This design comes from an exercise in tuning for small area on the open sky130 flow, not from production work.
The RTL was checked by simulation tests, not by an equivalence proof against the original design.
Power figures rest on the tool's default switching activity, not on a simulated workload.

==> flow/design.v <==
module clk_div_4 (
  input  wire       clk,
  input  wire       rst,
  output wire       clk_div_4,   
  output wire       word_clk,
  output wire [1:0] role,        
  output wire [7:0] m,           
  output wire [7:0] m1,          
  output wire       cap,         
  output wire       word_rise,   
  output wire       clr,         
  output wire       ext,         
  output wire       lo_wr,       
  output wire       wzero        
);
  reg [1:0] div_cnt;
  reg [9:0] cnt;
  wire [9:0] cnt1 = cnt + 10'd1;
  reg       init;                
  reg       init2;               
  reg       init3;               
  always @(posedge clk, posedge rst) begin
    if (rst) begin
      div_cnt <= 2'b00;
      cnt     <= 10'd128;
      init    <= 1'b1;
      init2   <= 1'b1;
      init3   <= 1'b1;
    end else begin
      div_cnt <= div_cnt + 2'b01;
      if (div_cnt == 2'b01)
        cnt <= cnt1;
      if (div_cnt == 2'b11) begin
        init  <= 1'b0;
        init2 <= init;
        init3 <= init2;
      end
    end
  end
  assign clk_div_4 = div_cnt[1];
  assign word_clk  = ~cnt[7];
  assign role      = div_cnt - cnt[9:8];
  assign m         = cnt[7:0];
  assign m1        = cnt1[7:0];
  assign cap       = (div_cnt == 2'b01);
  assign word_rise = cap && (cnt[7:0] == 8'hFF);
  wire   start  = (role == 2'd3) && (cnt[7:0] == 8'd0);
  wire   zinit  = init3 & ~init;
  assign clr    = init | start;
  assign ext    = start | (zinit && div_cnt == 2'b00);
  assign lo_wr  = start;
  assign wzero  = init && !div_cnt[1];
endmodule
module word_clk (
  input  wire        clk,
  input  wire        rst,
  input  wire        cap,
  input  wire [1:0]  role,
  input  wire [7:0]  m,           
  input  wire [7:0]  m1,          
  input  wire        wzero,
  output wire [15:0] nw           
);
  reg  [14:0] t;
  wire [14:0] tdec;
  wire [14:0] sa = t;
  wire [14:0] sb = {7'h7F, m1};
  wire [15:0] sc;
  assign sc[0] = 1'b1;
  genvar i;
  generate
    for (i = 0; i < 15; i = i + 1) begin : step
      assign tdec[i]  = sa[i] ^ sb[i] ^ sc[i];
      assign sc[i+1]  = (sa[i] & sb[i]) | (sa[i] & sc[i]) | (sb[i] & sc[i]);
    end
  endgenerate
  always @(posedge clk, posedge rst) begin
    if (rst)
      t <= 15'd8001;              
    else if (cap)
      t <= (m == 8'hFF) ? 15'd32385 : tdec;
  end
  wire [7:0] hb = m + 8'h81;
  wire [1:0] r  = wzero ? 2'd0 : role;
  reg  [15:0] base, op;
  reg         ci;
  always @(*) begin
    case (r)
      2'd1:    begin base = 16'd0;          op = {1'b0, t};  ci = 1'b0; end
      2'd2:    begin base = {~hb, 8'h80};   op = ~{t, 1'b0}; ci = 1'b1; end
      2'd3:    begin base = {hb, 8'h80};    op = {1'b0, t};  ci = 1'b0; end
      default: begin base = 16'd0;          op = 16'd0;      ci = 1'b0; end
    endcase
  end
  wire [15:0] wa = ~base;
  wire [15:0] wb = ~op;
  wire [16:0] wc;
  assign wc[0] = ~ci;
  generate
    for (i = 0; i < 16; i = i + 1) begin : sum
      assign nw[i]    = wa[i] ^ wb[i] ^ wc[i];
      assign wc[i+1]  = (wa[i] & wb[i]) | (wa[i] & wc[i]) | (wb[i] & wc[i]);
    end
  endgenerate
endmodule
module data_adc (
  input  wire       clk,
  input  wire       cap,
  input  wire [5:0] din,
  output reg  [5:0] nmdat
);
  always @(posedge clk) begin
    if (cap)
      nmdat <= ~din;
  end
endmodule
module filter_sinc3 (
  input  wire        clk,
  input  wire        rst,
  input  wire        nx,          
  input  wire [15:0] nw,          
  input  wire        clr,         
  input  wire        ext,         
  input  wire        lo_wr,       
  input  wire        word_rise,
  output reg  [15:0] DATA
);
  reg  [23:0] r0, r1, r2, r3;    
  reg  [7:0]  pn;                
  reg  [15:0] po;                
  wire [23:0] a = clr ? 24'd0 : r3;
  wire [23:0] b = {8'd0, ~({16{nx}} | nw)};
  wire [23:0] s;
  wire [24:0] c;
  assign c[0] = 1'b0;
  genvar i;
  generate
    for (i = 0; i < 24; i = i + 1) begin : add
      assign s[i]   = a[i] ^ b[i] ^ c[i];
      assign c[i+1] = (a[i] & b[i]) | (a[i] & c[i]) | (b[i] & c[i]);
    end
  endgenerate
  wire        co = c[24];
  always @(posedge clk) begin
    r0 <= {s[23:8] | {16{co}}, s[7:0]};
    r1 <= r0;
    r2 <= r1;
    r3 <= {r2[23:8], lo_wr ? r3[15:8] : r2[7:0]};
    if (ext) begin
      pn <= r3[23:16];
      po <= {pn, r3[7:0]};
    end
  end
  always @(posedge clk, posedge rst) begin
    if (rst)
      DATA <= 16'd0;
    else if (word_rise)
      DATA <= po;
  end
endmodule
module top #(
  parameter WIDTH = 16
  ) (
    input    clk,
    input    rst,
    input    data_in_i1,         
    input    data_in_u1,
    input    data_in_i2,
    input    data_in_u2,
    input    data_in_i3,
    input    data_in_u3,
    output   mclkin,             
    output   word_clk,           
    output   [WIDTH - 1 :0]  data_i1,
    output   [WIDTH - 1 :0]  data_u1,
    output   [WIDTH - 1 :0]  data_i2,
    output   [WIDTH - 1 :0]  data_u2,
    output   [WIDTH - 1 :0]  data_i3,
    output   [WIDTH - 1 :0]  data_u3
);
  wire [1:0]  role;
  wire [7:0]  m, m1;
  wire        cap, word_rise, clr, ext, lo_wr, wzero;
  wire [15:0] nw;
  wire [5:0]  nmdat;
  clk_div_4 ctrl (
    .clk(clk), .rst(rst),
    .clk_div_4(mclkin), .word_clk(word_clk),
    .role(role), .m(m), .m1(m1),
    .cap(cap), .word_rise(word_rise),
    .clr(clr), .ext(ext), .lo_wr(lo_wr), .wzero(wzero)
  );
  word_clk kernel (
    .clk(clk), .rst(rst), .cap(cap),
    .role(role), .m(m), .m1(m1), .wzero(wzero), .nw(nw)
  );
  data_adc SIGMA_DELTA_DATA (
    .clk(clk), .cap(cap),
    .din({data_in_u3, data_in_i3, data_in_u2, data_in_i2, data_in_u1, data_in_i1}),
    .nmdat(nmdat)
  );
  wire [15:0] dout [0:5];
  genvar g;
  generate
    for (g = 0; g < 6; g = g + 1) begin : ch
      filter_sinc3 f (
        .clk(clk), .rst(rst),
        .nx(nmdat[g]), .nw(nw),
        .clr(clr), .ext(ext), .lo_wr(lo_wr), .word_rise(word_rise),
        .DATA(dout[g])
      );
    end
  endgenerate
  assign data_i1 = dout[0];
  assign data_u1 = dout[1];
  assign data_i2 = dout[2];
  assign data_u2 = dout[3];
  assign data_i3 = dout[4];
  assign data_u3 = dout[5];
endmodule
==> flow/flow/run.sh <==
#!/bin/bash
# Standard layout with three changes: port buffers use the smallest buffer,
# the clock tree uses clkbuf_8 with clusters of up to 20 sinks, and CTS adds
# no dummy loads.  Each tool's output goes to the ORFS logs under orfs/logs/;
# this script's own output goes to flow.log.
set -euo pipefail
export BUFFER_PORTS_ARGS="-buffer_cell sky130_fd_sc_hd__buf_1"
export CTS_ARGS="-sink_clustering_enable -repair_clock_nets -dont_use_dummy_load -buf_list sky130_fd_sc_hd__clkbuf_8 -sink_clustering_size 20 -sink_clustering_max_diameter 50"
bash standard.sh > flow.log 2>&1
==> flow/standard.sh <==
#!/bin/bash
# synth_recipe.tcl (not shown) runs the flow's synth.tcl, then flattens the netlist and writes it again
# the make line also repeats each setting of config.mk as NAME=value (left out here)
make -C /OpenROAD-flow-scripts/flow DESIGN_CONFIG=/design/flow/config.mk WORK_HOME=/design/flow/orfs CLKGATE_MAP_FILE= SYNTH_SCRIPT=/design/flow/synth_recipe.tcl "${@:-finish}"
==> flow/config.mk <==
export PLATFORM = sky130hd
export DESIGN_NAME = top
export DESIGN_NICKNAME = top
export VERILOG_FILES = /design/flow/design.v
export SDC_FILE = /design/flow/constraint.sdc
export NUM_CORES = 4
export LEC_CHECK = 0
export CAP_MARGIN = 20
export CORE_MARGIN = 2
export CORE_UTILIZATION = 60
export PLACE_DENSITY = 0.75
export SLEW_MARGIN = 20
==> flow/constraint.sdc <==
create_clock -name core_clock -period 10.0 [get_ports {clk}]
set_input_delay 2.0000 -clock core_clock [delete_from_list [all_inputs] [get_ports {clk}]]
set_output_delay 2.0000 -clock core_clock [all_outputs]
set_load 0.01 [all_outputs]
==> results of run 1 <==
==> sequential cells by signal, indices dropped and copies added, names as in the netlist <==
signal and cells:
kernel.t 15, ctrl.init3 1, SIGMA_DELTA_DATA.nmdat 6, ch.f.r0 144, ch.f.r2 144, ctrl.div_cnt 2
ch.f.po 96, ch.f.r1 144, ch.f.r3 144, ctrl.init2 1, ch.f.DATA 96, ctrl.init 1
ctrl.cnt 10, ch.f.pn 48
==> routing by layer <==
metal,track usage (%),wire length (microns),vias to the layer above,part of all wire [%]
met5,0,0,-,0
met4,6.23,1240,0,2.8
met3,4.29,2070,74,4.6
met2,33.7,21600,227,48
met1,26.7,19900,6345,44
li1,-,-,6131,-
==> timing repair <==
item,4_1_cts,5_1_grt
endpoints found under the setup margin,0,90
hold buffers,0,0
resized for setup,0,19
==> worst min-delay path by stage <==
stage / start / end / slack (ns) / cells past startpoint
finish: ch[2].f.r1[20] / ch[2].f.r2[20] / 0.26 / 0
global placement: ch[2].f.r0[18] / ch[2].f.r1[18] / 0.31 / 0
detailed placement: ch[0].f.r1[14] / ch[0].f.r2[14] / 0.31 / 0
floorplan: ch[0].f.r0[0] / ch[0].f.r1[0] / 0.31 / 0
global route: ch[2].f.r1[20] / ch[2].f.r2[20] / 0.25 / 0
CTS: ch[2].f.r1[20] / ch[2].f.r2[20] / 0.26 / 0
==> cell type report <==
class                      count  area share (%)
sequential                   852            66.1
clock buffer                  55            2.61
timing repair buffer         131            2.06
inverter                      63           0.832
tap                          592            2.55
multi-input combinational    874            25.8
antenna                        1         0.00862
==> per-stage QoR <==
step	setup WS [ns]	hold WS, ns	total power, W	util, %	instance area (sq um)
finish	0.351	0.258	0.00529	65.4	29000
global route	0.0128	0.255	0.00550	65.4	29000
CTS	0.0651	0.256	0.00535	65.2	29000
detailed placement	0.0698	0.312	0.00392	63.5	28200
global placement	0.217	0.310	0.00390	63.5	28200
floorplan	0.388	0.310	0.00388	-	27100
==> worst max-delay path: cells and delay by family, from the launching register on <==
family	cells	cell delay, ns
muxes	1	0.29
buffers and inverters	4	0.34
DFF	1	0.41
and+or+nand+nor	4	0.79
xor gates and xnor gates	1	0.16
AOI/OAI and AO/OA	1	0.14
adders and majority gates	24	7.42
==> logic make-up (layout without fill, tap and decap cells) <==
group           count (synthesis)  count (layout)  share of synthesized area [%]
flops                         852             852                           70.8
other cells                     0               1                              0
buf+inv                       123             249                           1.89
fa+ha+maj                     172             172                           10.8
xor+xnor                       24              24                          0.830
compound gates                 36              36                          0.849
simple gates                  537             537                           10.4
mux                           105             105                           4.38
==> power groups by stage <==
stage	combinational (W)	clock, W	sequential, W
after detailed placement	0.0000785	0	0.00384
after CTS	0.0000794	0.00150	0.00377
final	0.0000776	0.00145	0.00376
after global placement	0.0000755	0	0.00383
after floorplan	0.0000589	0	0.00382
after global routing	0.0000971	0.00161	0.00379
==> synth_stat cells (11+ instances only) <==
library cell / number
fa_1: 105
clkbuf_1: 31
o21ai_0: 14
inv_1: 63
ha_1: 67
and2_1: 127
dfrtp_1: 115
dfstp_2: 11
nor2b_1: 61
edfxtp_1: 150
dfxtp_1: 576
or2_2: 90
buf_2: 16
mux2_2: 91
nor2_1: 40
nand2_1: 182
nand2b_1: 12
xnor2_1: 15
==> results.ini, run 1 <==
[worst_setup_path]
worst_ep_required_time_ns = 10.56
worst_setup_path_end_kind = flip-flop
rr_worst_depth = 35
worstSetupPathType = flip-flop to flip-flop
crit_path_end = ch[1].f.r0[14]
critPathSlowestCell = fa_1
cp_common_cell = fa_1
cpPeakStageDelay_ns = 0.43
arrival_ns = 10.21
r2r-end = ch[1].f.r0[14]
crit_start = ctrl.div_cnt[0]
worst-path-max-fanout = 15
critPathLaunchType = flip-flop
rrSetupSlack_ns = 0.35
regToRegStartpoint = ctrl.div_cnt[0]

[grt]
grt_max_degree = 65
grt_pass1_wl_microns = 73100
gr-total-overflow = 0
antenna_found_initial = 0
grtUsageTotal_pct = 20.2
grt_pass1_vias = 13700

[yosys]
syn-num-nets = 2029
postSynthAreaPerCell_sq_um = 14.7
async_reset_ff_share_pct = 14.8
synth_area_leaders = dfxtp_1 (43%), edfxtp_1 (17%), dfrtp_1 (11%)
synth.yosys.seq_area_share_pct = 70.8
ys_seq_elements = 852
ys_warn_count = 5
syn-cell-area_sq_um = 27100
synth_edf_count = 150
synth_top_area_share_pct = 42.5
ys.flop_type = dfxtp_1
syn_inst = 1849
synth_area_leader_cell = dfxtp_1
yosysUniqueCellTypes = 46

[power_and_ir_drop]
power_per_cell_area_nw_per_um2 = 182
seq_power_share_pct = 71.2
internal-power_w = 0.00423
power_leakage_nw = 12.8
p_sw_share_pct = 20.0
power.switching_w = 0.00106
combPwrFrac_pct = 1.5
ir_drop_mv = 0.135
clkPwrFrac_pct = 27.4

[sta]
finalCritPeriodShare_pct = 96.5
setup_viol = 0
fin_crit_ns = 9.65
fmax_mhz = 104
slew_headroom_pct = 39.2
rsz0062_at_grt = no
slew_viol_final = 0
finalHoldViolations = 0
tightest_slew_ns = 0.910
setup_tns_ns = 0
finClkSkew_ns = 0.0826

[clock_network]
htree_num_levels = 2
clk_pin_slew_worst_paths_ns = 0.11
clockBufferDepth = 3
cts-buffers-inserted = 55
cts_sinks = 852
cts_tree = built
postCtsSetupBuffers = 0
cts_root_buffer = clkbuf_8
insertion_delay_ns = 0.68

[die]
core_area_sq_um = 44400
die_x_microns = 217
num_io_pins = 106
rows = 77
initial_utilization_pct = 61.1
die_h_microns = 217
dieArea_sq_um = 46900

[finish]
area_growth_syn_to_layout_pct = 7.03
final_common_cell = dfxtp_1
multiInputGateArea_sq_um = 7500
final_cell_mix = dfxtp_1 (576), nand2_1 (181), edfxtp_1 (150), and2_1 (127), dfrtp_1 (115)
fin_nets = 2157
fin_cells = 2568
fillers = 3241
drive_gt1_share_pct = 15.0
seq_area_sq_um = 19200

[worst_hold_path]
min_path_type = flip-flop to flip-flop

[placed_design]
numPortBuffers = 105
gp_congestion = 0.813
dpl.hpwl_microns = 28700
placed_cells = 2512

[flow_run]
drv_cap = 0

[detailed_routing]
drtAntennaViolNets = 0
avgViaCountPerCell = 4.98
routed_wl_microns = 44800
routed-via-count = 12800
wl_per_cell_microns = 17.5
first_iter_violations = 646
route.detailed.drc = 0
firstDrtPassIters = 5

[outcome]
status = no timing/DRC/antenna violations

==> run 2, diff against run 1 <==
--- a/flow/flow/run.sh
+++ b/flow/flow/run.sh
@@ -7,3 +7,3 @@
 export BUFFER_PORTS_ARGS="-buffer_cell sky130_fd_sc_hd__buf_1"
-export CTS_ARGS="-sink_clustering_enable -repair_clock_nets -dont_use_dummy_load -buf_list sky130_fd_sc_hd__clkbuf_8 -sink_clustering_size 20 -sink_clustering_max_diameter 50"
+export CTS_ARGS="-sink_clustering_enable -repair_clock_nets -dont_use_dummy_load -buf_list sky130_fd_sc_hd__clkbuf_8 -sink_clustering_size 26 -sink_clustering_max_diameter 40"
 bash standard.sh > flow.log 2>&1
==> run 2 against run 1 <==
Against the previous run: die area unchanged; combinational power about the same; sequential share of layout area down 0.94 points; worst hold slack improved by 0.024 ns; via count is 1.0% higher; non-clock buffer count is the same; setup slack improved by 0.022 ns; synthesized area is the same.
==> results.ini, run 2 <==
[yosys]
synth_edf_count = 150  ; unchanged
synth_area_leader_cell = dfxtp_1
ys_seq_elements = 852  ; unchanged
synth.yosys.seq_area_share_pct = 70.8  ; unchanged
syn_inst = 1849  ; unchanged
syn-cell-area_sq_um = 27100  ; unchanged
postSynthAreaPerCell_sq_um = 14.7  ; unchanged
synth_area_leaders = dfxtp_1 (43%), edfxtp_1 (17%), dfrtp_1 (11%)
ys_warn_count = 5  ; unchanged
yosysMostFrequentCell = dfxtp_1
syn-num-nets = 2029  ; unchanged
synth_top_area_share_pct = 42.5  ; unchanged
yosysUniqueCellTypes = 46  ; unchanged
ys.flop_type = dfxtp_1
async_reset_ff_share_pct = 14.8  ; unchanged
ys_top_cells_by_count = dfxtp_1 (576), nand2_1 (182), edfxtp_1 (150)

[detailed_routing]
wl_per_cell_microns = 17.3  ; -0.65%
avgViaCountPerCell = 4.97  ; about the same
first_iter_violations = 685  ; +6.0%
drtAntennaViolNets = 0  ; unchanged
routed_wl_microns = 45000  ; +0.48%
route.detailed.drc = 0  ; unchanged
routed-via-count = 12900  ; +1.0%
firstDrtPassIters = 5  ; unchanged

[worst_hold_path]
min_path_type = flip-flop to flip-flop

[clock_network]
postCtsSetupBuffers = 0  ; unchanged
htree_num_levels = 3  ; +1
cts_tree = built
cts_sinks = 852  ; unchanged
ctsHoldBuffers = 0  ; unchanged
clk_pin_slew_worst_paths_ns = 0.11  ; about the same
clockBufferDepth = 3  ; unchanged
insertion_delay_ns = 0.68  ; about the same
cts-buffers-inserted = 85  ; +55%
cts_root_buffer = clkbuf_8

[worst_setup_path]
worst-path-max-fanout = 15  ; unchanged
worstSetupPathType = flip-flop to flip-flop
critPathSlowestCell = dfrtp_1
arrival_ns = 10.15  ; -0.06 ns
critPathLaunchType = flip-flop
cpPeakStageDelay_ns = 0.42  ; about the same
cp_common_cell = fa_1
worst_setup_path_end_kind = flip-flop
worst_ep_required_time_ns = 10.52  ; -0.04 ns

[power_and_ir_drop]
power.total_w = 0.00561  ; +6.1%
ir_drop_mv = 0.114  ; -16%
power_leakage_nw = 13.1  ; +1.7%
power_per_cell_area_nw_per_um2 = 190  ; +4.6%

[placed_design]
pre_cts_slack_ns = 0.0698  ; unchanged
placed_cells = 2512  ; unchanged
dpl.hpwl_microns = 28700  ; unchanged
gp_congestion = 0.813  ; unchanged
numPortBuffers = 105  ; unchanged

[finish]
area_growth_syn_to_layout_pct = 8.56
fin_nets = 2187  ; +1.4%
drive_gt1_share_pct = 16.4  ; +1.3 points
num_antenna_cells = 0  ; -1
fin_cells = 2597  ; +1.1%
fillers = 3188  ; -1.6%
final_common_cell = dfxtp_1
final_cell_mix = dfxtp_1 (576), nand2_1 (181), edfxtp_1 (150), and2_1 (127), dfrtp_1 (115)

[sta]
finalHoldViolations = 0  ; unchanged
slew_viol_final = 0  ; unchanged
fin_crit_ns = 9.63  ; -0.0220 ns
slew_headroom_pct = 37.0  ; -2.2 points
postLayoutSetupSlackWorst_ns = 0.372  ; +0.0220 ns
finalCritPeriodShare_pct = 96.3  ; -0.22 points
setup_viol = 0  ; unchanged
tightest_slew_ns = 0.942  ; +0.0323 ns
fmax_mhz = 104  ; +0.23%
finClkSkew_ns = 0.0942  ; +0.0116 ns

[grt]
gr-total-overflow = 0  ; unchanged
antenna_found_initial = 1  ; +1
grt_max_degree = 65  ; unchanged
grt_pass1_vias = 14100  ; +2.8%
grt_pass1_wl_microns = 74000  ; +1.2%
grtUsageTotal_pct = 20.5  ; +0.27 points

[die]
dieArea_sq_um = 46900  ; unchanged
die_x_microns = 217  ; unchanged
initial_utilization_pct = 61.1  ; unchanged
die_h_microns = 217  ; unchanged
num_io_pins = 106  ; unchanged
rows = 77  ; unchanged
core_area_sq_um = 44400  ; unchanged

[outcome]
status = no timing/DRC/antenna violations

[flow_run]
drv_cap = 0  ; unchanged

## run 2: cell counts after synthesis
Identical to the previous run, type by type.
## run 2: area by class of cell
type / instances / area [sq um] / share of cell area (%)
Multi-Input combinational cell: 874 / 7510 / 25.5
Timing Repair Buffer: 131 / 593 / 2.01
Tap cell: 592 / 741 / 2.51
Inverter: 63 / 241 / 0.820
Clock buffer: 85 / 1170 / 3.97
Sequential cell: 852 / 19200 / 65.2
## run 2: routing by layer
layer | vias up | global-route usage, % | wire [microns]
li1 | 6184 | - | -
met1 | 6376 | 26.8 | 19900
met2 | 251 | 33.7 | 21600
met3 | 98 | 4.01 | 2110
met4 | 0 | 8.33 | 1460
met5 | - | 0 | 0
## run 2: per-stage QoR
step	instance area (sq um)	utilization (%)	hold slack (ns)	TNS (ns)
after floorplan	27100	-	0.310	0
after global placement	28200	63.5	0.310	0
after detailed placement	28200	63.5	0.312	0
after CTS	29400	66.2	0.273	0
after global routing	29500	66.3	0.268	-0.175
final	29500	66.3	0.282	0
## run 2: worst paths after layout
kind,start,to,slack (ns),cells past startpoint
max reg2reg,ctrl.div_cnt[0],ch[1].f.r0[14],0.37,35
max in group asynchronous,rst,kernel.t[7],7.19,3
min,ch[2].f.r2[14],ch[2].f.r3[14],0.28,0
max,ctrl.div_cnt[0],ch[1].f.r0[14],0.37,35
min reg2reg,ch[2].f.r2[14],ch[2].f.r3[14],0.28,0
min in group asynchronous,rst,ch[5].f.DATA[0],1.44,2
## run 2: timing repair
action / CTS / global route
endpoints found under the setup margin: 0 / 90
endpoints found under the hold margin: 0 / 0
gates resized for setup: 0 / 19
## run 2: logic make-up (layout without fill, tap and decap cells)
logic type	Yosys count	in the layout	share of synthesized area [%]
compound gates	36	36	0.849
buf+inv	123	279	1.89
fa+ha+maj	172	172	10.8
xor+xnor	24	24	0.830
flops	852	852	70.8
mux	105	105	4.38
simple gates	537	537	10.4
## run 2: power by group
part	internal, W	switching (W)	total [W]
logic	0.0000264	0.0000512	0.0000776
clock network	0.000755	0.00101	0.00176
registers	0.00371	0.0000535	0.00377
## run 2: worst max-delay path: cells and delay by family, from the launching register on
kind                       cells  cell delay, ns
adders and majority gates     24            7.35
muxes                          1            0.28
buffers and inverters          4            0.36
AOI/OAI and AO/OA              1            0.14
and+or+nand+nor                4            0.79
xor gates and xnor gates       1            0.17
DFF                            1            0.42
==> run 3, diff against run 2 <==
--- a/flow/flow/run.sh
+++ b/flow/flow/run.sh
@@ -7,3 +7,3 @@
 export BUFFER_PORTS_ARGS="-buffer_cell sky130_fd_sc_hd__buf_1"
-export CTS_ARGS="-sink_clustering_enable -repair_clock_nets -dont_use_dummy_load -buf_list sky130_fd_sc_hd__clkbuf_8 -sink_clustering_size 26 -sink_clustering_max_diameter 40"
+export CTS_ARGS="-sink_clustering_enable -repair_clock_nets -dont_use_dummy_load -buf_list sky130_fd_sc_hd__clkbuf_8 -sink_clustering_size 20 -sink_clustering_max_diameter 100"
 bash standard.sh > flow.log 2>&1
==> run 3 against run 2 <==
Against the previous run: power decreased by 7.0%; worst hold slack better by 0.024 ns; design area fell by 1.7%; sequential power hardly changed; combinational power down 1%; clock skew decreased by 0.044 ns; maximum frequency grew 0.13%; first-iteration DRC count is 0.29% higher; final cell count is 1.4% lower; sequential share of layout area rose by 1.1 points; count of clock-buffer cells in the layout shrank 37; highest routed layer unchanged.
==> results.ini, run 3 <==
[power_and_ir_drop]
internal-power_w = 0.00417  ; -7.2%
clkPwrFrac_pct = 26.4  ; -5.1 points
power.switching_w = 0.00104  ; -6.4%
seq_power_share_pct = 72.2  ; +5.0 points
p_sw_share_pct = 20.0  ; +0.13 points
combPwrFrac_pct = 1.5  ; about the same
power_per_cell_area_nw_per_um2 = 180  ; -5.4%
ir_drop_mv = 0.134  ; +18%
power_leakage_nw = 12.8  ; -2.0%

[worst_setup_path]
critPathSlowestCell = dfrtp_1
arrival_ns = 10.15  ; about the same
worst-path-max-fanout = 15  ; unchanged
worstSetupPathType = flip-flop to flip-flop
cp_common_cell = fa_1
crit_start = ctrl.div_cnt[0]
regToRegStartpoint = ctrl.div_cnt[0]
cpPeakStageDelay_ns = 0.43  ; about the same
critPathLaunchType = flip-flop
worst_setup_path_end_kind = flip-flop
worst_ep_required_time_ns = 10.53  ; about the same

[clock_network]
cts-buffers-inserted = 48  ; -44%
ctsHoldBuffers = 0  ; unchanged
clockBufferDepth = 3  ; unchanged
insertion_delay_ns = 0.67  ; about the same
cts_root_buffer = clkbuf_8
htree_num_levels = 2  ; -1
clk_pin_slew_worst_paths_ns = 0.12  ; about the same
cts_sinks = 852  ; unchanged
cts_tree = built

[placed_design]
gp_congestion = 0.813  ; unchanged
pre_cts_slack_ns = 0.0698  ; unchanged
dpl.hpwl_microns = 28700  ; unchanged
place_area_sq_um = 28200  ; unchanged
numPortBuffers = 105  ; unchanged

[sta]
setup_viol = 0  ; unchanged
finalCritPeriodShare_pct = 96.2  ; -0.12 points
slew_headroom_pct = 38.7  ; +1.8 points
fin_crit_ns = 9.62  ; -0.0121 ns
hold_slack_ns = 0.306  ; +0.0239 ns
postLayoutSetupSlackWorst_ns = 0.385  ; +0.0121 ns
rsz0062_at_grt = no
finalHoldViolations = 0  ; unchanged
slew_viol_final = 0  ; unchanged
setup_tns_ns = 0  ; unchanged
tightest_slew_ns = 0.916  ; -0.0263 ns
finClkSkew_ns = 0.0507  ; -0.0436 ns
fmax_mhz = 104  ; +0.13%

[die]
dieArea_sq_um = 46900  ; unchanged
num_io_pins = 106  ; unchanged
initial_utilization_pct = 61.1  ; unchanged
rows = 77  ; unchanged
die_h_microns = 217  ; unchanged
core_area_sq_um = 44400  ; unchanged
die_x_microns = 217  ; unchanged

[detailed_routing]
drtAntennaViolNets = 0  ; unchanged
avgViaCountPerCell = 4.96  ; -0.28%
wl_per_cell_microns = 17.4  ; +0.32%
firstDrtPassIters = 4  ; -1
route.detailed.drc = 0  ; unchanged
first_iter_violations = 687  ; +0.29%
routed-via-count = 12700  ; -1.7%
routed_wl_microns = 44500  ; -1.1%

[yosys]
synth_area_leaders = dfxtp_1 (43%), edfxtp_1 (17%), dfrtp_1 (11%)
yosysUniqueCellTypes = 46  ; unchanged
ys_warn_count = 5  ; unchanged
postSynthAreaPerCell_sq_um = 14.7  ; unchanged
syn_inst = 1849  ; unchanged
ys.flop_type = dfxtp_1
async_reset_ff_share_pct = 14.8  ; unchanged
syn-num-nets = 2029  ; unchanged
synth_edf_count = 150  ; unchanged
yosysMostFrequentCell = dfxtp_1
syn-cell-area_sq_um = 27100  ; unchanged
synth_top_area_share_pct = 42.5  ; unchanged
ys_seq_elements = 852  ; unchanged
synth_area_leader_cell = dfxtp_1
synth.yosys.seq_area_share_pct = 70.8  ; unchanged
ys_top_cells_by_count = dfxtp_1 (576), nand2_1 (182), edfxtp_1 (150)

[flow_run]
drv_cap = 0  ; unchanged

[grt]
gr-total-overflow = 0  ; unchanged
grt_pass1_wl_microns = 72800  ; -1.7%
grt_pass1_vias = 13600  ; -3.2%
grt_max_degree = 65  ; unchanged
antenna_found_initial = 0  ; -1
grtUsageTotal_pct = 20.1  ; -0.38 points

[finish]
area_growth_syn_to_layout_pct = 6.74
fin_area_sq_um = 29000  ; -1.7%
fin_util_pct = 65.2  ; -1.1 points
drive_gt1_share_pct = 14.9  ; -1.5 points
num_antenna_cells = 0  ; unchanged
fin_nets = 2151  ; -1.6%
final_common_cell = dfxtp_1
final_cell_mix = dfxtp_1 (576), nand2_1 (181), edfxtp_1 (150), and2_1 (127), dfrtp_1 (115)

[worst_hold_path]
hold_start = ch[5].f.r0[9]
min_path_type = flip-flop to flip-flop

[outcome]
status = no timing/DRC/antenna violations

-- run 3: area by class of cell --
class                           instances  area [sq um]
Sequential cell                       852         19200
Timing Repair Buffer                  132           604
Inverter                               63           241
Multi-Input combinational cell        874          7510
Tap cell                              592           741
Clock buffer                           48           661
Fill cell                            3245         15500
-- run 3: timing repair --
| action | CTS | global route |
|---|---|---|
| setup buffers | 0 | 1 |
| endpoints found under the setup margin | 0 | 90 |
| gates resized for setup | 0 | 22 |
-- run 3: cells by family after synthesis --
group	after synthesis	share of synthesized area [%]
simple gates	537	10.4
mux	105	4.38
compound gates	36	0.849
buf+inv	123	1.89
flops	852	70.8
xor+xnor	24	0.830
fa+ha+maj	172	10.8
-- run 3: power groups by stage --
stage | clock [W] | combinational [W] | sequential, W
after CTS | 0.00142 | 0.0000789 | 0.00377
after floorplan | 0 | 0.0000589 | 0.00382
after global placement | 0 | 0.0000755 | 0.00383
after global routing | 0.00154 | 0.0000966 | 0.00379
final | 0.00137 | 0.0000767 | 0.00376
after detailed placement | 0 | 0.0000785 | 0.00384
-- run 3: critical path, delay by kind of cell (launching register included) --
kind	cells	cell delay, ns
mux	1	0.28
simple gates	4	0.78
xor+xnor	1	0.17
fa+ha+maj	24	7.35
buf+inv	4	0.32
flops	1	0.43
compound gates	1	0.14
-- run 3: path summary, 6_finish.rpt --
kind	to	slack, ns	depth (start not counted)
worst max-delay path	ch[1].f.r0[22]	0.38	35
worst min-delay path	ch[5].f.r1[9]	0.31	0
worst max register to register	ch[1].f.r0[22]	0.38	35
worst min register to register	ch[5].f.r1[9]	0.31	0
max in group asynchronous	kernel.t[7]	7.25	3
min in group asynchronous	ch[5].f.DATA[13]	1.45	2
-- run 3: per-stage QoR --
step / std cells / total power [W]
6_report: 2561 / 0.00521
5_1_grt: 2561 / 0.00542
4_1_cts: 2560 / 0.00527
3_5_place_dp: 2512 / 0.00392
3_3_place_gp: 2512 / 0.00390
2_1_floorplan: 1849 / 0.00388
-- run 3: metal layers --
layer / vias to the layer above / share of wire [%] / GRT usage (%)
met5: - / 0 / 0
met4: 0 / 3.1 / 6.71
met3: 84 / 4.4 / 3.94
met2: 226 / 48 / 33.2
met1: 6277 / 45 / 26.8
li1: 6107 / - / -
==> run 4, diff against run 3 <==
--- a/flow/flow/run.sh
+++ b/flow/flow/run.sh
@@ -7,3 +7,3 @@
 export BUFFER_PORTS_ARGS="-buffer_cell sky130_fd_sc_hd__buf_1"
-export CTS_ARGS="-sink_clustering_enable -repair_clock_nets -dont_use_dummy_load -buf_list sky130_fd_sc_hd__clkbuf_8 -sink_clustering_size 20 -sink_clustering_max_diameter 100"
+export CTS_ARGS="-sink_clustering_enable -repair_clock_nets -dont_use_dummy_load -buf_list sky130_fd_sc_hd__clkbuf_16 -sink_clustering_size 36 -sink_clustering_max_diameter 45"
 bash standard.sh > flow.log 2>&1
==> run 4 against run 3 <==
Against the previous run: still clean on timing, DRC and antenna; sequential share of layout area decreased by 2.2 points; maximum frequency rose by 0.16%; non-clock buffer count fell by 1; critical path type unchanged; highest routed layer unchanged.
==> results.ini, run 4 <==
[worst_setup_path]
regToRegStartpoint = ctrl.div_cnt[0]
critPathLaunchType = flip-flop
rr_worst_depth = 35  ; unchanged
worst_setup_path_end_kind = flip-flop
r2r-end = ch[1].f.r0[15]
critPathSlowestCell = dfrtp_1
cpPeakStageDelay_ns = 0.41  ; -0.02 ns
worst_ep_required_time_ns = 10.45  ; -0.08 ns
rrSetupSlack_ns = 0.40  ; +0.02 ns
cp_common_cell = fa_1
worstSetupPathType = flip-flop to flip-flop
worst-path-max-fanout = 15  ; unchanged
arrival_ns = 10.05  ; -0.10 ns

[clock_network]
postCtsSetupBuffers = 0  ; unchanged
cts-buffers-inserted = 67  ; +40%
clk_pin_slew_worst_paths_ns = 0.10  ; -0.02 ns
insertion_delay_ns = 0.60  ; -0.07 ns
cts_root_buffer = clkbuf_16
ctsHoldBuffers = 0  ; unchanged
cts_tree = built
cts_sinks = 852  ; unchanged
htree_num_levels = 3  ; +1
clockBufferDepth = 3  ; unchanged

[power_and_ir_drop]
power.switching_w = 0.00117  ; +12%
combPwrFrac_pct = 1.3  ; -0.2 points
power_per_cell_area_nw_per_um2 = 203  ; +13%
power_leakage_nw = 13.3  ; +3.7%
p_sw_share_pct = 19.2  ; -0.79 points
internal-power_w = 0.00492  ; +18%
clkPwrFrac_pct = 36.9  ; +10 points
ir_drop_mv = 0.136  ; +2.1%
seq_power_share_pct = 61.9  ; -10 points

[die]
die_x_microns = 217  ; unchanged
rows = 77  ; unchanged
initial_utilization_pct = 61.1  ; unchanged
dieArea_sq_um = 46900  ; unchanged
num_io_pins = 106  ; unchanged
core_area_sq_um = 44400  ; unchanged
die_h_microns = 217  ; unchanged

[worst_hold_path]
min_path_type = flip-flop to flip-flop
hold_end = ch[2].f.r2[18]
worstHoldPathCells = 0  ; unchanged
hold_start = ch[2].f.r1[18]

[grt]
gr-total-overflow = 0  ; unchanged
antenna_found_initial = 0  ; unchanged
grtUsageTotal_pct = 20.6  ; +0.53 points
grt_max_degree = 65  ; unchanged
grt_pass1_wl_microns = 74500  ; +2.3%
grt_pass1_vias = 14000  ; +2.5%

[detailed_routing]
drtAntennaViolNets = 0  ; unchanged
first_iter_violations = 612  ; -11%
routed-via-count = 12900  ; +1.3%
routed_wl_microns = 45400  ; +2.0%
firstDrtPassIters = 5  ; +1
wl_per_cell_microns = 17.6  ; +1.2%
route.detailed.drc = 0  ; unchanged
avgViaCountPerCell = 4.98  ; +0.55%

[finish]
fin_nets = 2169  ; +0.84%
final_cell_mix = dfxtp_1 (576), nand2_1 (181), edfxtp_1 (150), and2_1 (127), dfrtp_1 (115)
multiInputGateArea_sq_um = 7510  ; about the same
area_growth_syn_to_layout_pct = 10.5
num_antenna_cells = 0  ; unchanged
drive_gt1_share_pct = 15.6  ; +0.72 points
fillers = 3100  ; -4.5%
fin_cells = 2579  ; +0.70%
seq_area_sq_um = 19200  ; unchanged
final_common_cell = dfxtp_1

[placed_design]
numPortBuffers = 105  ; unchanged
gp_congestion = 0.813  ; unchanged
placed_cells = 2512  ; unchanged
dpl.hpwl_microns = 28700  ; unchanged

[yosys]
syn-cell-area_sq_um = 27100  ; unchanged
ys.flop_type = dfxtp_1
synth_compound_area_share_pct = 0.849  ; unchanged
synth_area_leader_cell = dfxtp_1
async_reset_ff_share_pct = 14.8  ; unchanged
synth-simple-area-share_pct = 10.4  ; unchanged
synth_area_leaders = dfxtp_1 (43%), edfxtp_1 (17%), dfrtp_1 (11%)
synth_edf_count = 150  ; unchanged
synth_xor_xnor_area_share_pct = 0.830  ; unchanged
synth.yosys.seq_area_share_pct = 70.8  ; unchanged
synth_top_family_by_area = adder cells
yosysMostFrequentCell = dfxtp_1
ys_seq_elements = 852  ; unchanged
ys_top_cells_by_count = dfxtp_1 (576), nand2_1 (182), edfxtp_1 (150)
yosysUniqueCellTypes = 46  ; unchanged
synth_mux_area_share_pct = 4.38  ; unchanged
syn_inst = 1849  ; unchanged
synth_top_area_share_pct = 42.5  ; unchanged
syn-num-nets = 2029  ; unchanged
postSynthAreaPerCell_sq_um = 14.7  ; unchanged
synth_fa_ha_area_share_pct = 10.8  ; unchanged
ys_warn_count = 5  ; unchanged

[sta]
fin_crit_ns = 9.60  ; -0.0153 ns
rsz0062_at_grt = no
setup_tns_ns = 0  ; unchanged
fmax_mhz = 104  ; +0.16%
slew_headroom_pct = 35.9  ; -2.9 points
tightest_slew_ns = 0.958  ; +0.0427 ns
finClkSkew_ns = 0.0641  ; +0.0134 ns
slew_viol_final = 0  ; unchanged
setup_viol = 0  ; unchanged
finalCritPeriodShare_pct = 96.0  ; -0.15 points
finalHoldViolations = 0  ; unchanged

[flow_run]
drv_cap = 0  ; unchanged

[outcome]
status = no timing/DRC/antenna violations

## run 4: cell types whose count changed in the layout (fill, tap and decap cells not counted)
cell and change:
and3_2 -1, clkbuf_8 -48, inv_2 -1, clkbuf_16 +67
inv_1 +1, buf_4 -1, and3_4 +1
## run 4: critical path: cells and delay by family (launching register included)
family / cells / cell delay (ns)
multiplexers: 1 / 0.28
adder cells (fa/ha/maj): 24 / 7.33
AND/OR/NAND/NOR: 4 / 0.78
XOR/XNOR: 1 / 0.17
buffers and inverters: 4 / 0.36
AO/OA/AOI/OAI: 1 / 0.14
flip-flops: 1 / 0.41
## run 4: final cells by class
class                           instances  area share, %
Multi-Input combinational cell        874           25.1
Sequential cell                       852           64.1
Timing Repair Buffer                  131           1.99
Inverter                               63          0.806
Tap cell                              592           2.47
Clock buffer                           67           5.59
## run 4: kinds of logic (layout without fill, tap and decap cells)
group,count (synthesis),count (layout)
xor gates and xnor gates,24,24
adders and majority gates,172,172
and+or+nand+nor,537,537
muxes,105,105
AOI/OAI and AO/OA,36,36
buffers and inverters,123,261
DFF,852,852
## run 4: worst max path at each step
stage / startpoint / to / slack, ns / cells after the start
floorplan: ctrl.div_cnt[0] / ch[4].f.r0[13] / 0.39 / 37
global placement: ctrl.div_cnt[0] / ch[3].f.r0[20] / 0.22 / 36
detailed placement: ctrl.div_cnt[0] / ch[3].f.r0[22] / 0.07 / 36
CTS: ctrl.div_cnt[0] / ch[1].f.r0[15] / 0.08 / 35
global route: ctrl.div_cnt[0] / ch[5].f.r0[9] / 0.005 / 35
finish: ctrl.div_cnt[0] / ch[1].f.r0[15] / 0.40 / 35
## run 4: per-layer routing
layer | track usage, % | up-vias | wire length [microns]
met5 | 0 | - | 0
met4 | 7.03 | 0 | 1160
met1 | 27.2 | 6371 | 20000
met2 | 34.4 | 244 | 22000
met3 | 4.03 | 82 | 2220
li1 | - | 6156 | -
## run 4: metrics by stage
stage / util [%] / hold slack [ns] / area [sq um] / power [W] / setup WS [ns]
after floorplan: - / 0.310 / 27100 / 0.00388 / 0.388
after global placement: 63.5 / 0.310 / 28200 / 0.00390 / 0.217
after detailed placement: 63.5 / 0.312 / 28200 / 0.00392 / 0.0698
after CTS: 67.3 / 0.294 / 29900 / 0.00615 / 0.0839
after global routing: 67.5 / 0.293 / 30000 / 0.00632 / 0.00462
final: 67.5 / 0.289 / 30000 / 0.00609 / 0.400
## run 4: power by group through the flow
stage	clock network, W	logic (W)	registers (W)
after global placement	0	0.0000755	0.00383
after floorplan	0	0.0000589	0.00382
final	0.00225	0.0000787	0.00377
after CTS	0.00230	0.0000813	0.00377
after global routing	0.00243	0.0000990	0.00379
after detailed placement	0	0.0000785	0.00384
## run 4: repair_timing
action / in CTS / in global routing
setup endpoints to repair: 0 / 90
endpoints found under the hold margin: 0 / 0
gates resized for setup: 0 / 22
==> run 5, diff against run 4 <==
--- a/flow/flow/run.sh
+++ b/flow/flow/run.sh
@@ -7,3 +7,3 @@
 export BUFFER_PORTS_ARGS="-buffer_cell sky130_fd_sc_hd__buf_1"
-export CTS_ARGS="-sink_clustering_enable -repair_clock_nets -dont_use_dummy_load -buf_list sky130_fd_sc_hd__clkbuf_16 -sink_clustering_size 36 -sink_clustering_max_diameter 45"
+export CTS_ARGS="-sink_clustering_enable -repair_clock_nets -dont_use_dummy_load -buf_list sky130_fd_sc_hd__clkbuf_8 -sink_clustering_size 20 -sink_clustering_max_diameter 70"
 bash standard.sh > flow.log 2>&1
==> run 5 against run 4 <==
Against the previous run: power shrank 14%; worst hold slack gained 0.021 ns; sequential power is essentially flat; largest power group unchanged.
==> results.ini, run 5 <==
[outcome]
status = no timing/DRC/antenna violations

[worst_setup_path]
path_depth = 35  ; unchanged
worst_setup_path_end_kind = flip-flop
arrival_ns = 10.18  ; +0.13 ns
cp_common_cell = fa_1
worst-path-max-fanout = 15  ; unchanged
critPathSlowestCell = dfrtp_1
crit_family = adder cells
worstSetupPathType = flip-flop to flip-flop
worst_ep_required_time_ns = 10.56  ; +0.11 ns
cp_num_buf_inv = 4  ; unchanged
critPathLaunchType = flip-flop
cpPeakStageDelay_ns = 0.42  ; about the same
rr_worst_depth = 35  ; unchanged

[detailed_routing]
wl_per_cell_microns = 17.4  ; -1.3%
routed-via-count = 12600  ; -1.6%
route.detailed.drc = 0  ; unchanged
routed_wl_microns = 44600  ; -1.9%
avgViaCountPerCell = 4.94  ; -0.97%
first_iter_violations = 700  ; +14%
firstDrtPassIters = 5  ; unchanged
drtAntennaViolNets = 0  ; unchanged

[flow_run]
drv_cap = 0  ; unchanged

[grt]
grt_pass1_wl_microns = 72700  ; -2.4%
gr-total-overflow = 0  ; unchanged
grtUsageTotal_pct = 20.0  ; -0.58 points
grt_pass1_vias = 13600  ; -2.7%
antenna_found_initial = 1  ; +1
grt_max_degree = 65  ; unchanged

[clock_network]
insertion_delay_ns = 0.67  ; +0.07 ns
cts-buffers-inserted = 49  ; -27%
ctsHoldBuffers = 0  ; unchanged
cts_tree = built
cts_sinks = 852  ; unchanged
clk_pin_slew_worst_paths_ns = 0.11  ; about the same
htree_num_levels = 2  ; -1
cts_root_buffer = clkbuf_8
clockBufferDepth = 3  ; unchanged

[finish]
area_growth_syn_to_layout_pct = 6.72
fin_nets = 2151  ; -0.83%
final_cell_mix = dfxtp_1 (576), nand2_1 (181), edfxtp_1 (150), and2_1 (127), dfrtp_1 (115)
fin_cells = 2562  ; -0.66%
final_common_cell = dfxtp_1
fillers = 3244  ; +4.6%
drive_gt1_share_pct = 14.8  ; -0.82 points

[worst_hold_path]
worstHoldPathCells = 0  ; unchanged
min_path_type = flip-flop to flip-flop

[power_and_ir_drop]
power_leakage_nw = 12.8  ; -3.6%
power_per_cell_area_nw_per_um2 = 180  ; -11%
ir_drop_mv = 0.125  ; -8.6%

[sta]
fin_crit_ns = 9.63  ; +0.0256 ns
finalCritPeriodShare_pct = 96.3  ; +0.26 points
finalHoldViolations = 0  ; unchanged
finClkSkew_ns = 0.0722  ; +0.00814 ns
rsz0062_at_grt = no
setup_tns_ns = 0  ; unchanged
tightest_slew_ns = 0.939  ; -0.0192 ns
slew_headroom_pct = 37.2  ; +1.3 points
slew_viol_final = 0  ; unchanged
fmax_mhz = 104  ; -0.27%
setup_viol = 0  ; unchanged

[die]
initial_utilization_pct = 61.1  ; unchanged
die_x_microns = 217  ; unchanged
core_area_sq_um = 44400  ; unchanged
num_io_pins = 106  ; unchanged
dieArea_sq_um = 46900  ; unchanged
rows = 77  ; unchanged
die_h_microns = 217  ; unchanged

[yosys]
ys_top_cells_by_count = dfxtp_1 (576), nand2_1 (182), edfxtp_1 (150)
yosysUniqueCellTypes = 46  ; unchanged
synth_area_leaders = dfxtp_1 (43%), edfxtp_1 (17%), dfrtp_1 (11%)
syn_inst = 1849  ; unchanged
ys_warn_count = 5  ; unchanged
ys_seq_elements = 852  ; unchanged
synth_edf_count = 150  ; unchanged
synth.yosys.seq_area_share_pct = 70.8  ; unchanged
syn-cell-area_sq_um = 27100  ; unchanged
synth_top_area_share_pct = 42.5  ; unchanged
ys.flop_type = dfxtp_1
async_reset_ff_share_pct = 14.8  ; unchanged
syn-num-nets = 2029  ; unchanged
synth_area_leader_cell = dfxtp_1
postSynthAreaPerCell_sq_um = 14.7  ; unchanged
yosysMostFrequentCell = dfxtp_1

[placed_design]
gp_congestion = 0.813  ; unchanged
dpl.hpwl_microns = 28700  ; unchanged
numPortBuffers = 105  ; unchanged
placed_cells = 2512  ; unchanged

-- run 5: cell type report --
class | instances | area (sq um) | area share (%)
Sequential cell | 852 | 19200 | 66.3
Inverter | 63 | 241 | 0.834
Tap cell | 592 | 741 | 2.56
Multi-Input combinational cell | 874 | 7500 | 25.9
Timing Repair Buffer | 131 | 597 | 2.06
Clock buffer | 49 | 674 | 2.33
Antenna cell | 1 | 2.50 | 0.00864
-- run 5: metal layers --
| layer | part of all wire, % | track usage, % |
|---|---|---|
| met5 | 0 | 0 |
| met4 | 2.6 | 5.73 |
| met3 | 4.4 | 4.10 |
| met2 | 48 | 33.5 |
| met1 | 45 | 26.8 |
-- run 5: what timing repair did --
item                       4_1_cts  5_1_grt
gates resized for setup          0       19
setup endpoints to repair        0       90
setup buffers                    0        0
-- run 5: cell families (layout without fill, tap and decap cells) --
family          count (synthesis)  count (layout)  synth area share, %
compound gates                 36              36                0.849
xor+xnor                       24              24                0.830
fa+ha+maj                     172             172                 10.8
buf+inv                       123             243                 1.89
flops                         852             852                 70.8
mux                           105             105                 4.38
other cells                     0               1                    0
simple gates                  537             537                 10.4
-- run 5: report_power, final --
| part | internal [W] | leakage (nW) | switching [W] |
|---|---|---|---|
| Combinational | 0.0000264 | 4.54 | 0.0000502 |
| Sequential | 0.00371 | 7.90 | 0.0000530 |
| Clock | 0.000444 | 0.352 | 0.000942 |
| Total | 0.00418 | 12.8 | 0.00104 |
-- run 5: through the flow --
stage	hold WS, ns	worst slack, ns	power (W)	instance area [sq um]	util [%]
2_1_floorplan	0.310	0.388	0.00388	27100	-
3_3_place_gp	0.310	0.217	0.00390	28200	63.5
3_5_place_dp	0.312	0.0698	0.00392	28200	63.5
4_1_cts	0.303	0.104	0.00528	28900	65.0
5_1_grt	0.315	0.0122	0.00543	29000	65.2
6_report	0.310	0.374	0.00523	29000	65.2
-- run 5: worst reg2reg max path: cells and delay by family, from the launching register on --
kind / cells / cell delay, ns
fa+ha+maj: 24 / 7.40
simple gates: 4 / 0.80
flops: 1 / 0.42
buf+inv: 4 / 0.34
mux: 1 / 0.29
xor+xnor: 1 / 0.16
compound gates: 1 / 0.14
-- run 5: final timing paths --
kind	from	to	slack [ns]
min in group asynchronous	rst	ch[5].f.DATA[6]	1.42
setup reg to reg	ctrl.div_cnt[0]	ch[1].f.r0[14]	0.37
hold / removal	ch[2].f.r1[13]	ch[2].f.r2[13]	0.31
setup / recovery	ctrl.div_cnt[0]	ch[1].f.r0[14]	0.37
max in group asynchronous	rst	kernel.t[7]	7.20
hold reg to reg	ch[2].f.r1[13]	ch[2].f.r2[13]	0.31
==> run 6, diff against run 5 <==
==> flow/run.sh (new file) <==
#!/bin/bash
# synth_recipe.tcl (not shown) runs the flow's synth.tcl, then flattens the netlist and writes it again
# the make line also repeats each setting of config.mk as NAME=value (left out here)
make -C /OpenROAD-flow-scripts/flow DESIGN_CONFIG=/design/flow/config.mk WORK_HOME=/design/flow/orfs CLKGATE_MAP_FILE= SYNTH_SCRIPT=/design/flow/synth_recipe.tcl finish
--- a/flow/config.mk
+++ b/flow/config.mk
@@ -10,2 +10,5 @@
 export CORE_UTILIZATION = 60
+export CTS_BUF_LIST = sky130_fd_sc_hd__clkbuf_8
+export CTS_CLUSTER_DIAMETER = 50
+export CTS_CLUSTER_SIZE = 20
 export PLACE_DENSITY = 0.75
removed: flow/flow/run.sh
removed: flow/standard.sh
==> run 6 against run 5 <==
Against the previous run: core utilization grew 2.9 points; design area grew 4.4%; sequential share of layout area shrank 2.8 points; critical path depth grew 1; clock power grew 27%; count of clock-buffer cells in the layout grew 12; synthesized cell count is the same; first-iteration DRC count shrank 1.9%; synthesized area is the same; power grew 7.3%.
==> results.ini, run 6 <==
[die]
die_x_microns = 217  ; unchanged
num_io_pins = 106  ; unchanged
die_h_microns = 217  ; unchanged
initial_utilization_pct = 61.1  ; unchanged
core_area_sq_um = 44400  ; unchanged
dieArea_sq_um = 46900  ; unchanged
rows = 77  ; unchanged

[detailed_routing]
routed_wl_microns = 44900  ; +0.72%
route.detailed.drc = 0  ; unchanged
wl_per_cell_microns = 17.1  ; -1.5%
routed-via-count = 12800  ; +1.4%
wl_met1_microns = 20300  ; +0.48%
firstDrtPassIters = 5  ; unchanged
dr_wl_met3_microns = 1790  ; -9.4%
topRoutingLayerUsed = met4
route.met2.wl_microns = 21300  ; +0.63%
avgViaCountPerCell = 4.89  ; -0.91%
drtAntennaViolNets = 0  ; unchanged
first_iter_violations = 687  ; -1.9%

[yosys]
async_reset_ff_share_pct = 14.8  ; unchanged
syn-cell-area_sq_um = 27100  ; unchanged
syn_inst = 1849  ; unchanged
synth_top_area_share_pct = 42.5  ; unchanged
synth.yosys.seq_area_share_pct = 70.8  ; unchanged
syn-num-nets = 2029  ; unchanged
postSynthAreaPerCell_sq_um = 14.7  ; unchanged
yosysUniqueCellTypes = 46  ; unchanged
ys.flop_type = dfxtp_1
ys_warn_count = 5  ; unchanged
yosysMostFrequentCell = dfxtp_1
synth_area_leaders = dfxtp_1 (43%), edfxtp_1 (17%), dfrtp_1 (11%)
synth_edf_count = 150  ; unchanged
ys_seq_elements = 852  ; unchanged
synth_area_leader_cell = dfxtp_1
ys_top_cells_by_count = dfxtp_1 (576), nand2_1 (182), edfxtp_1 (150)

[worst_setup_path]
worst_ep_required_time_ns = 10.58  ; +0.02 ns
rrSetupSlack_ns = 0.40  ; +0.02 ns
worst_setup_path_end_kind = flip-flop
critPathLaunchType = flip-flop
arrival_ns = 10.18  ; about the same
worst-path-max-fanout = 15  ; unchanged
cpPeakStageDelay_ns = 0.41  ; about the same
worstSetupPathType = flip-flop to flip-flop
cp_common_cell = fa_1
critPathSlowestCell = dfrtp_1

[placed_design]
place_area_sq_um = 28900  ; +2.3%
numPortBuffers = 105  ; unchanged
pre_cts_slack_ns = 0.133  ; +0.0629 ns
gp_congestion = 0.837  ; +3.0%
placed_cells = 2510  ; -0.080%
dpl.hpwl_microns = 28800  ; about the same

[power_and_ir_drop]
internal-power_w = 0.00442  ; +5.7%
power_per_cell_area_nw_per_um2 = 186  ; +2.8%
ir_drop_mv = 0.148  ; +19%
power.total_w = 0.00561  ; +7.3%
seq_power_share_pct = 67.1  ; -4.9 points
clkPwrFrac_pct = 31.5  ; +5.0 points
combPwrFrac_pct = 1.4  ; about the same
p_sw_share_pct = 21.2  ; +1.2 points
power.switching_w = 0.00119  ; +14%
power_leakage_nw = 13.4  ; +4.9%

[clock_network]
htree_num_levels = 2  ; unchanged
cts_root_buffer = clkbuf_8
insertion_delay_ns = 0.70  ; +0.03 ns
clk_pin_slew_worst_paths_ns = 0.11  ; about the same
cts_sinks = 852  ; unchanged
cts-buffers-inserted = 56  ; +14%
cts_tree = built
clockBufferDepth = 3  ; unchanged

[finish]
fin_area_sq_um = 30200  ; +4.4%
area_growth_syn_to_layout_pct = 11.4
drive_gt1_share_pct = 16.2  ; +1.4 points
num_antenna_cells = 0  ; -1
fillers = 3074  ; -5.2%
fin_cells = 2621  ; +2.3%
fin_nets = 2162  ; +0.51%
final_common_cell = dfxtp_1
final_cell_mix = dfxtp_1 (576), nand2_1 (182), edfxtp_1 (150), and2_1 (127), dfrtp_1 (115)

[sta]
setup_viol = 0  ; unchanged
hold_slack_ns = 0.322  ; +0.0123 ns
finClkSkew_ns = 0.0365  ; -0.0357 ns
slew_viol_final = 0  ; unchanged
postLayoutSetupSlackWorst_ns = 0.399  ; +0.0247 ns
fin_crit_ns = 9.60  ; -0.0247 ns
slew_headroom_pct = 32.1  ; -5.0 points
finalCritPeriodShare_pct = 96.0  ; -0.25 points
fmax_mhz = 104  ; +0.26%
tightest_slew_ns = 1.02  ; +0.0786 ns
rsz0062_at_grt = yes
finalHoldViolations = 0  ; unchanged

[grt]
gr-total-overflow = 0  ; unchanged
grt_pass1_vias = 13600  ; +0.18%
grt_pass1_wl_microns = 73200  ; +0.69%
grt_max_degree = 78  ; +20%
antenna_found_initial = 0  ; -1
grtUsageTotal_pct = 20.1  ; +0.088 points

[worst_hold_path]
min_path_type = flip-flop to flip-flop

[flow_run]
drv_cap = 0  ; unchanged

[outcome]
status = no timing/DRC/antenna violations

==> run 6: cell counts after synthesis <==
No cell type changed its count.
==> run 6: what timing repair did <==
action | in CTS | in global routing
resized for setup | 0 | 20
endpoints found under the setup margin | 0 | 90
hold buffers | 0 | 0
buffers inserted | 0 | 4
==> run 6: final cells by class <==
type	count	area (sq um)	share of cell area (%)
Clock buffer	61	840	2.78
Multi-Input combinational cell	874	7510	24.8
Inverter	63	241	0.799
Clock inverter	44	367	1.21
Tap cell	592	741	2.45
Sequential cell	852	19200	63.5
Timing Repair Buffer	135	1330	4.39
==> run 6: power by group through the flow <==
stage / clock [W] / combinational (W) / sequential (W)
after floorplan: 0 / 0.0000589 / 0.00382
after global placement: 0 / 0.0000760 / 0.00383
after detailed placement: 0 / 0.0000818 / 0.00384
after CTS: 0.00181 / 0.0000819 / 0.00376
after global routing: 0.00195 / 0.0000972 / 0.00378
final: 0.00177 / 0.0000790 / 0.00376
==> run 6: worst paths after layout <==
| path | startpoint | cells past startpoint | to |
|---|---|---|---|
| worst min register to register | ch[2].f.r1[12] | 0 | ch[2].f.r2[12] |
| max in group asynchronous | rst | 3 | kernel.t[7] |
| worst max-delay path | ctrl.div_cnt[0] | 36 | ch[4].f.r0[8] |
| min in group asynchronous | rst | 2 | ch[5].f.DATA[12] |
| worst max register to register | ctrl.div_cnt[0] | 36 | ch[4].f.r0[8] |
| worst min-delay path | ch[2].f.r1[12] | 0 | ch[2].f.r2[12] |
==> run 6: per-layer routing <==
metal,vias to the layer above,track usage (%)
li1,6183,-
met1,6326,27.4
met3,89,3.85
met2,221,33.0
met4,0,6.48
met5,-,0
==> run 6: kinds of logic after synthesis <==
group,after synthesis,share of synthesized area [%]
xor gates and xnor gates,24,0.830
AOI/OAI and AO/OA,36,0.849
adders and majority gates,172,10.8
muxes,105,4.38
buffers and inverters,123,1.89
and+or+nand+nor,537,10.4
DFF,852,70.8
==> run 6: per-stage QoR <==
step	utilization, %	setup TNS (ns)
6_report	68.0	0
5_1_grt	68.0	-0.203
4_1_cts	67.7	0
3_5_place_dp	65.0	0
3_3_place_gp	65.0	0
2_1_floorplan	-	0
==> run 6: worst max-delay path: cells and delay by family, from the launching register on <==
family / cells / cell delay [ns]
multiplexers: 1 / 0.30
flip-flops: 1 / 0.41
buffers and inverters: 5 / 0.38
adder cells (fa/ha/maj): 24 / 7.38
XOR/XNOR: 1 / 0.17
AND/OR/NAND/NOR: 4 / 0.76
AO/OA/AOI/OAI: 1 / 0.10
==> run 7, diff against run 6 <==
==> flow/flow/run.sh (new file) <==
#!/bin/bash
# Standard layout with these changes: after the standard synthesis, its
# combinational logic is mapped again for area (flow/resynth.tcl; registers
# and adder cells are kept as they are); port buffers use the smallest
# buffer; the clock tree uses clkbuf_8 with clusters of up to 20 sinks and
# no dummy loads.  Each tool's output goes to a log file in this folder
# (synth.log, resynth.log, flow.log) and to ORFS's own logs under orfs/logs/.
set -euo pipefail
export BUFFER_PORTS_ARGS="-buffer_cell sky130_fd_sc_hd__buf_1"
export CTS_ARGS="-sink_clustering_enable -repair_clock_nets -dont_use_dummy_load -buf_list sky130_fd_sc_hd__clkbuf_8 -sink_clustering_size 20 -sink_clustering_max_diameter 50"

R=orfs/results/$FLOW_PLATFORM/top/base
bash standard.sh synth > synth.log 2>&1
cp $R/1_2_yosys.v $R/1_2_yosys_standard.v

PLAT=$FLOW_HOME/platforms/$FLOW_PLATFORM
export LIB=$PLAT/lib/sky130_fd_sc_hd__tt_025C_1v80.lib
export DONT_USE_ARGS="$(sed -n '/DONT_USE_CELLS += /,/^#/p' $PLAT/config.mk | grep -o 'sky130_fd_sc_hd__[A-Za-z0-9_]*' | sed 's/^/-dont_use /' | tr '\n' ' ')"
export STD_NETLIST=$R/1_2_yosys_standard.v
export OUT_NETLIST=$R/1_2_yosys.v
export ABC_SCRIPT=$PWD/flow/area.abc
yosys -c flow/resynth.tcl > resynth.log 2>&1
rm -f $R/1_synth.odb $R/1_synth.sdc
bash standard.sh > flow.log 2>&1
==> flow/flow/area.abc (new file) <==
&get -n
&st
&syn2
&dch -f
&nf -a -R 1000
&put
==> flow/flow/resynth.tcl (new file) <==
# Re-map the combinational logic of the standard synthesis for area.  The
# registers, full/half adders and tie cells stay the cell instances the
# standard synthesis made, with their names; every other cell is read as its
# liberty function and mapped again by ABC with an area-oriented script.
yosys read_liberty -ignore_miss_func $::env(LIB)
yosys read_verilog $::env(STD_NETLIST)
yosys hierarchy -top $::env(FLOW_TOP)
yosys setattr -mod -set keep_hierarchy 1 sky130_fd_sc_hd__df* sky130_fd_sc_hd__edf* sky130_fd_sc_hd__fa_* sky130_fd_sc_hd__ha_* sky130_fd_sc_hd__conb_*
yosys flatten
yosys opt_clean
yosys techmap
yosys opt -fast
yosys abc -liberty $::env(LIB) {*}$::env(DONT_USE_ARGS) -script $::env(ABC_SCRIPT)
yosys opt_clean -purge
yosys select $::env(FLOW_TOP)
yosys write_verilog -noattr -nohex -nodec -selected $::env(OUT_NETLIST)
==> flow/standard.sh (new file) <==
#!/bin/bash
# synth_recipe.tcl (not shown) runs the flow's synth.tcl, then flattens the netlist and writes it again
# the make line also repeats each setting of config.mk as NAME=value (left out here)
make -C /OpenROAD-flow-scripts/flow DESIGN_CONFIG=/design/flow/config.mk WORK_HOME=/design/flow/orfs CLKGATE_MAP_FILE= SYNTH_SCRIPT=/design/flow/synth_recipe.tcl "${@:-finish}"
--- a/flow/config.mk
+++ b/flow/config.mk
@@ -10,5 +10,2 @@
 export CORE_UTILIZATION = 60
-export CTS_BUF_LIST = sky130_fd_sc_hd__clkbuf_8
-export CTS_CLUSTER_DIAMETER = 50
-export CTS_CLUSTER_SIZE = 20
 export PLACE_DENSITY = 0.75
removed: flow/run.sh
==> run 7 against run 6 <==
Against the previous run: clock skew up 0.052 ns; combinational power down 6.8%; sequential share of layout area grew 1.7 points; global-route usage is 0.13 points lower; sequential power is essentially flat; maximum frequency up 1.1%; count of clock-buffer cells in the layout shrank 7; die area decreased by 1.5%; final cell count down 5.9%; power down 6.0%; still clean; setup slack improved by 0.11 ns; clock power fell by 19%.
==> results.ini, run 7 <==
[worst_setup_path]
cpPeakStageDelay_ns = 0.44  ; +0.03 ns
worstSetupPathType = flip-flop to flip-flop
critPathSlowestCell = ha_1
arrival_ns = 10.04  ; -0.14 ns
worst_ep_required_time_ns = 10.54  ; -0.04 ns
critPathLaunchType = flip-flop
worst_setup_path_end_kind = flip-flop
worst-path-max-fanout = 15  ; unchanged
cp_common_cell = fa_2

[die]
initial_utilization_pct = 60.6  ; -0.52 points
core_area_sq_um = 44100  ; -0.65%
die_x_microns = 215  ; -0.74%
rows = 77  ; unchanged
die_h_microns = 215  ; -0.74%
dieArea_sq_um = 46200  ; -1.5%
num_io_pins = 106  ; unchanged

[power_and_ir_drop]
internal-power_w = 0.00424  ; -4.1%
power_leakage_nw = 12.5  ; -7.0%
power_per_cell_area_nw_per_um2 = 179  ; -3.5%
p_sw_share_pct = 19.6  ; -1.6 points
ir_drop_mv = 0.110  ; -26%
power.switching_w = 0.00103  ; -13%
combPwrFrac_pct = 1.4  ; about the same
seq_power_share_pct = 71.4  ; +4.3 points
clkPwrFrac_pct = 27.2  ; -4.3 points

[detailed_routing]
avgViaCountPerCell = 5.13  ; +4.9%
drtAntennaViolNets = 0  ; unchanged
routed_wl_microns = 44700  ; -0.37%
first_iter_violations = 784  ; +14%
firstDrtPassIters = 4  ; -1
wl_per_cell_microns = 18.1  ; +5.9%
routed-via-count = 12700  ; -1.3%
route.detailed.drc = 0  ; unchanged

[grt]
antenna_found_initial = 0  ; unchanged
grtUsageTotal_pct = 20.0  ; -0.13 points
grt_max_degree = 130  ; +67%
gr-total-overflow = 0  ; unchanged
grt_pass1_vias = 13300  ; -2.6%
grt_pass1_wl_microns = 71800  ; -1.9%

[placed_design]
numPortBuffers = 105  ; unchanged
gp_congestion = 0.812  ; -3.0%
pre_cts_slack_ns = 0.319  ; +0.186 ns
placed_cells = 2412  ; -3.9%
dpl.hpwl_microns = 29100  ; +1.1%

[finish]
final_cell_mix = dfxtp_1 (576), edfxtp_1 (150), mux2_1 (147), and3_1 (128), dfrtp_1 (115)
fin_nets = 2056  ; -4.9%
final_common_cell = dfxtp_1
area_growth_syn_to_layout_pct = 10.2
fin_cells = 2466  ; -5.9%
drive_gt1_share_pct = 13.1  ; -3.1 points
num_antenna_cells = 0  ; unchanged
fin_util_pct = 66.7  ; -1.3 points
fillers = 3172  ; +3.2%

[clock_network]
cts_root_buffer = clkbuf_8
postCtsSetupBuffers = 0  ; unchanged
clockBufferDepth = 3  ; unchanged
clk_pin_slew_worst_paths_ns = 0.11  ; about the same
cts-buffers-inserted = 54  ; -3.6%
insertion_delay_ns = 0.70  ; about the same
htree_num_levels = 2  ; unchanged
cts_tree = built
cts_sinks = 852  ; unchanged

[sta]
setup_tns_ns = 0  ; unchanged
finalHoldViolations = 0  ; unchanged
postLayoutSetupSlackWorst_ns = 0.506  ; +0.107 ns
tightest_slew_ns = 1.01  ; -0.00744 ns
rsz0062_at_grt = no
fmax_mhz = 105  ; +1.1%
slew_viol_final = 0  ; unchanged
finClkSkew_ns = 0.0888  ; +0.0522 ns
setup_viol = 0  ; unchanged
finalCritPeriodShare_pct = 94.9  ; -1.1 points
fin_crit_ns = 9.49  ; -0.107 ns
slew_headroom_pct = 32.6  ; +0.50 points
hold_slack_ns = 0.263  ; -0.0588 ns

[worst_hold_path]
min_path_type = flip-flop to flip-flop

[outcome]
status = no timing/DRC/antenna violations

[yosys]
syn_inst = 1699  ; -8.1%
syn-num-nets = 1879  ; -7.4%
syn-cell-area_sq_um = 26700  ; -1.5%
postSynthAreaPerCell_sq_um = 15.7  ; +7.2%
ys_warn_count = 5  ; unchanged

[flow_run]
drv_cap = 0  ; unchanged

run 7: area by class of cell:
cell class,count,area (sq um),share of cell area (%)
Multi-Input combinational cell,776,7930,26.9
Sequential cell,852,19200,65.2
Tap cell,592,741,2.52
Timing Repair Buffer,121,539,1.83
Clock buffer,54,743,2.52
Inverter,71,295,1.00
run 7: layer usage:
metal	up-vias	track usage, %	part of all wire [%]
met2	213	31.3	46
met5	-	0	0
met3	80	3.26	3.9
li1	5974	-	-
met4	0	6.51	2.7
met1	6386	28.9	47
run 7: worst max-delay path: cells and delay by family (launching register included):
family / cells / cell delay (ns)
AOI/OAI and AO/OA: 1 / 0.12
xor gates and xnor gates: 2 / 0.33
adders and majority gates: 24 / 7.31
buffers and inverters: 6 / 0.62
DFF: 1 / 0.39
and+or+nand+nor: 4 / 0.61
run 7: per-stage QoR:
stage	power [W]	area [sq um]
floorplan	0.00387	27400
global placement	0.00390	28700
detailed placement	0.00392	28700
CTS	0.00533	29400
global route	0.00546	29400
finish	0.00527	29400
run 7: power groups by stage:
stage / Sequential (W) / Clock (W) / Combinational [W]
after floorplan: 0.00382 / 0 / 0.0000581
after global placement: 0.00383 / 0 / 0.0000687
after detailed placement: 0.00384 / 0 / 0.0000744
after CTS: 0.00377 / 0.00148 / 0.0000764
after global routing: 0.00378 / 0.00159 / 0.0000841
final: 0.00376 / 0.00143 / 0.0000736
run 7: path summary, 6_finish.rpt:
path | cells after the start | slack (ns) | end | from
hold reg to reg | 0 | 0.26 | ch[3].f.r1[2] | ch[3].f.r0[2]
setup / recovery | 37 | 0.51 | ch[0].f.r0[11] | ctrl.div_cnt[0]
setup reg to reg | 37 | 0.51 | ch[0].f.r0[11] | ctrl.div_cnt[0]
hold / removal | 0 | 0.26 | ch[3].f.r1[2] | ch[3].f.r0[2]
min in group asynchronous | 2 | 1.45 | ch[5].f.DATA[2] | rst
max in group asynchronous | 3 | 7.27 | ctrl.cnt[2] | rst
run 7: timing repair:
action,4_1_cts,5_1_grt
resized for setup,0,1
hold buffers,0,0
endpoints found under the setup margin,0,6

## what the ideal ports hide
The flow's constraints put no driver on any port. The routed layouts listed below were extracted and timed again, unchanged, in two steps. Step 1, drivers: a clkbuf_16 drives clk and a buf_2 each remaining input, both assumed. Step 2 also shifts input and output timing later by t, the mid clock arrival at the registers, as if the neighbouring blocks saw the same clock. a / b / c = ideal / step 1 / step 2; a / b = the first two.
run | t (ns) | slack for setup (ns) | hold WS [ns] | worst register clock-pin slew, ns | worst data-port slew with drivers (ns)
run 1 | 0.690 | 0.351 / 0.351 / 0.351 | 0.258 / 0.258 / 0.258 | 0.12 / 0.12 | 0.05
run 2 | 0.686 | 0.372 / 0.372 / 0.372 | 0.282 / 0.282 / 0.282 | 0.11 / 0.11 | 0.05
run 3 | 0.699 | 0.385 / 0.385 / 0.385 | 0.306 / 0.306 / 0.306 | 0.12 / 0.12 | 0.05
run 4 | 0.623 | 0.400 / 0.400 / 0.400 | 0.289 / 0.289 / 0.289 | 0.10 / 0.10 | 0.05
run 5 | 0.683 | 0.374 / 0.374 / 0.374 | 0.310 / 0.310 / 0.310 | 0.12 / 0.12 | 0.05
run 6 | 0.732 | 0.399 / 0.399 / 0.399 | 0.322 / 0.322 / 0.322 | 0.12 / 0.12 | 0.04
run 7 | 0.700 | 0.506 / 0.506 / 0.506 | 0.263 / 0.263 / 0.263 | 0.12 / 0.12 | 0.03
After both steps setup and hold are still met in every run listed.
